From an optimization exercise on the open Yosys and OpenROAD flow, aimed at small area, a short achievable clock period and few clock cycles; shortcuts taken in it are not production practice. Only simulation tests tie the RTL to the original design; equivalence was not proved. Power is estimated from default activity; no workload was simulated.

Setup of north:
==> module rf_read, before the edit <==
module rf_read #(parameter W = 16) (input wire [4:0] addr, input wire [W*31-1:0] q, output wire [W-1:0] y);
    wire [31:1] sel;
    genvar b, g, i;
    generate for (i = 1; i < 32; i = i + 1) begin : dec
        assign sel[i] = (addr == i);
    end endgenerate
    generate for (b = 0; b < W; b = b + 1) begin : bit_
        wire [10:0] t;
        for (g = 0; g < 10; g = g + 1) begin : grp
            rf_aoi222 u(.a1(sel[3*g+1]), .a2(q[W*(3*g+0) + b]),
                        .b1(sel[3*g+2]), .b2(q[W*(3*g+1) + b]),
                        .c1(sel[3*g+3]), .c2(q[W*(3*g+2) + b]),
                        .y(t[g]));
        end
        rf_nand2 u31(.a(sel[31]), .b(q[W*30 + b]), .y(t[10]));
        rf_or11n o(.a(t), .y(y[b]));
    end endgenerate
endmodule
==> module registers, before the edit <==
module registers(
    input wire clk,
    input wire [4:0] rs1_addr,
    input wire [4:0] rs2_addr,
    input wire [4:0] rd_addr,
    input wire [(32-1):0] rd_data,
    input wire rd_en,
    output wire [(32-1):0] rs1_out,
    output wire [(32-1):0] rs2_out
);
    reg [32*31-1:0] q;      
    wire [32*31-1:0] d;
    wire [31:1] we;
    wire [16*31-1:0] q_lo, q_hi;
    genvar i, b;
    generate for (i = 1; i < 32; i = i + 1) begin : reg_
        assign q_lo[16*(i-1) +: 16] = q[32*(i-1) +: 16];
        assign q_hi[16*(i-1) +: 16] = q[32*(i-1) + 16 +: 16];
        assign we[i] = rd_en & (rd_addr == i);
        for (b = 0; b < 32; b = b + 1) begin : bit_
            rf_wmux m(.s(we[i]), .sn(~we[i]), .a(rd_data[b]), .b(q[32*(i-1) + b]), .y(d[32*(i-1) + b]));
        end
    end endgenerate
    always @(posedge clk)
        q <= d;
    rf_read p1l(.addr(rs1_addr), .q(q_lo), .y(rs1_out[15:0]));
    rf_read p1h(.addr(rs1_addr), .q(q_hi), .y(rs1_out[31:16]));
    rf_read p2l(.addr(rs2_addr), .q(q_lo), .y(rs2_out[15:0]));
    rf_read p2h(.addr(rs2_addr), .q(q_hi), .y(rs2_out[31:16]));
endmodule
==> flow/config.mk <==
export PLATFORM = sky130hd
export DESIGN_NAME = cpu_pipeline
export DESIGN_NICKNAME = cpu_pipeline
export VERILOG_FILES = /design/flow/design.v
export SDC_FILE = /design/flow/constraint.sdc
export NUM_CORES = 8
export LEC_CHECK = 0
export CAP_MARGIN = 30
export CORE_MARGIN = 2
export CORE_UTILIZATION = 40
export CTS_CLUSTER_DIAMETER = 120
export CTS_CLUSTER_SIZE = 22
export SETUP_SLACK_MARGIN = 3.0
export SLEW_MARGIN = 20
export SYNTH_HIERARCHICAL = 1
export SYNTH_MINIMUM_KEEP_SIZE = 0
==> flow/constraint.sdc <==
create_clock -name core_clock -period 8.0 [get_ports {clk}]
set_input_delay 1.6000 -clock core_clock [delete_from_list [all_inputs] [get_ports {clk}]]
set_output_delay 1.6000 -clock core_clock [all_outputs]
set_load 0.01 [all_outputs]
standard.sh (not shown) runs the stock make flow with config.mk's settings and CLKGATE_MAP_FILE= SYNTH_SCRIPT=/design/flow/synth_recipe.tcl, a recipe that flattens the netlist after the stock synthesis.
==> flow/flow/run.sh <==
#!/bin/bash
# Layout flow: the standard flow (standard.sh), with every input and
# output port buffered by buf_2 cells instead of the buffer cell that
# buffer_ports picks by default. Its full output goes to standard.log.
set -e
export BUFFER_PORTS_ARGS="-buffer_cell sky130_fd_sc_hd__buf_2"
bash standard.sh > standard.log 2>&1
Testbench counts of north, summed over its fixed seeds: cycles 77,558.
Input-level comparison between south and north:
--- a/flow/design.v
+++ b/flow/design.v
@@ -732,25 +732,21 @@
     assign y = ~&a;
 endmodule
 module rf_wmux(input wire s, sn, a, b, output wire y);
     assign y = (s & a) | (sn & b);
 endmodule
-module rf_read #(parameter W = 16) (input wire [4:0] addr, input wire [W*31-1:0] q, output wire [W-1:0] y);
-    wire [31:1] sel;
-    genvar b, g, i;
-    generate for (i = 1; i < 32; i = i + 1) begin : dec
-        assign sel[i] = (addr == i);
-    end endgenerate
-    generate for (b = 0; b < W; b = b + 1) begin : bit_
+module rf_read(input wire [31:1] sel, input wire [32*31-1:0] q, output wire [31:0] y);
+    genvar b, g;
+    generate for (b = 0; b < 32; b = b + 1) begin : bit_
         wire [10:0] t;
         for (g = 0; g < 10; g = g + 1) begin : grp
-            rf_aoi222 u(.a1(sel[3*g+1]), .a2(q[W*(3*g+0) + b]),
-                        .b1(sel[3*g+2]), .b2(q[W*(3*g+1) + b]),
-                        .c1(sel[3*g+3]), .c2(q[W*(3*g+2) + b]),
+            rf_aoi222 u(.a1(sel[3*g+1]), .a2(q[32*(3*g+0) + b]),
+                        .b1(sel[3*g+2]), .b2(q[32*(3*g+1) + b]),
+                        .c1(sel[3*g+3]), .c2(q[32*(3*g+2) + b]),
                         .y(t[g]));
         end
-        rf_nand2 u31(.a(sel[31]), .b(q[W*30 + b]), .y(t[10]));
+        rf_nand2 u31(.a(sel[31]), .b(q[32*30 + b]), .y(t[10]));
         rf_or11n o(.a(t), .y(y[b]));
     end endgenerate
 endmodule
 module registers(
     input wire clk,
@@ -762,27 +758,24 @@
     output wire [(32-1):0] rs1_out,
     output wire [(32-1):0] rs2_out
 );
     reg [32*31-1:0] q;      
     wire [32*31-1:0] d;
-    wire [31:1] we;
-    wire [16*31-1:0] q_lo, q_hi;
+    wire [31:1] sel1, sel2, we;
     genvar i, b;
     generate for (i = 1; i < 32; i = i + 1) begin : reg_
-        assign q_lo[16*(i-1) +: 16] = q[32*(i-1) +: 16];
-        assign q_hi[16*(i-1) +: 16] = q[32*(i-1) + 16 +: 16];
+        assign sel1[i] = (rs1_addr == i);
+        assign sel2[i] = (rs2_addr == i);
         assign we[i] = rd_en & (rd_addr == i);
         for (b = 0; b < 32; b = b + 1) begin : bit_
             rf_wmux m(.s(we[i]), .sn(~we[i]), .a(rd_data[b]), .b(q[32*(i-1) + b]), .y(d[32*(i-1) + b]));
         end
     end endgenerate
     always @(posedge clk)
         q <= d;
-    rf_read p1l(.addr(rs1_addr), .q(q_lo), .y(rs1_out[15:0]));
-    rf_read p1h(.addr(rs1_addr), .q(q_hi), .y(rs1_out[31:16]));
-    rf_read p2l(.addr(rs2_addr), .q(q_lo), .y(rs2_out[15:0]));
-    rf_read p2h(.addr(rs2_addr), .q(q_hi), .y(rs2_out[31:16]));
+    rf_read p1(.sel(sel1), .q(q), .y(rs1_out));
+    rf_read p2(.sel(sel2), .q(q), .y(rs2_out));
 endmodule
 module inst_fetch #(parameter W = 8) (
     input wire jump,           
     input wire c_beq, c_bne, c_blt, c_bge, c_bltu, c_bgeu,   
     input wire eq, lt_s, lt_u,
--- outcome ---
- Compared with north, south improves placeable core area.
- north -> south: power flat
- south gives more global routing usage on met3 than north did.
- ~same switching share of power in north and south
- Comparing south against north, there is no change at all in maximum root-to-sink buffer count.
- In terms of post-detailed-placement cell area, north and south differ only marginally.
- south vs north — global-route usage rose 3.1 points.
- Diff north -> south | area of the die | down slightly
- In south the global-route wire length before repair turned out about 6% higher than in north.
- Power density of the placed cells (lower): north
Testbench counts of south, summed over its fixed seeds: cycles 77,558.

[afterwards: timing with drivers on the ports]
The flow's constraints put no driver on any port. The routed layouts listed below were extracted and timed again, unchanged, in two steps. Step 1 assumes that a clkbuf_16 drives the clock port and a buf_2 every other input. Step 2 times the ports against the registers' clock, not the clock port: input delays grow and output delays shrink by t, the midpoint of the rising clock arrivals with the driver on. a / b / c = ideal / step 1 / step 2; a / b = the first two.
run | t, ns | slack for setup (ns) | clock arrival spread, ns | slew at the worst register clock pin (ns)
north | 0.817 | 2.970 / 2.892 / 2.226 | 0.080 / 0.080 | 0.11 / 0.11
south | 0.806 | 2.959 / 2.944 / 2.153 | 0.052 / 0.052 | 0.11 / 0.11
After both steps every run listed still meets setup and hold. The setup slack of south, which loses most, moves by -0.015 ns with the drivers and by -0.806 ns with both steps.
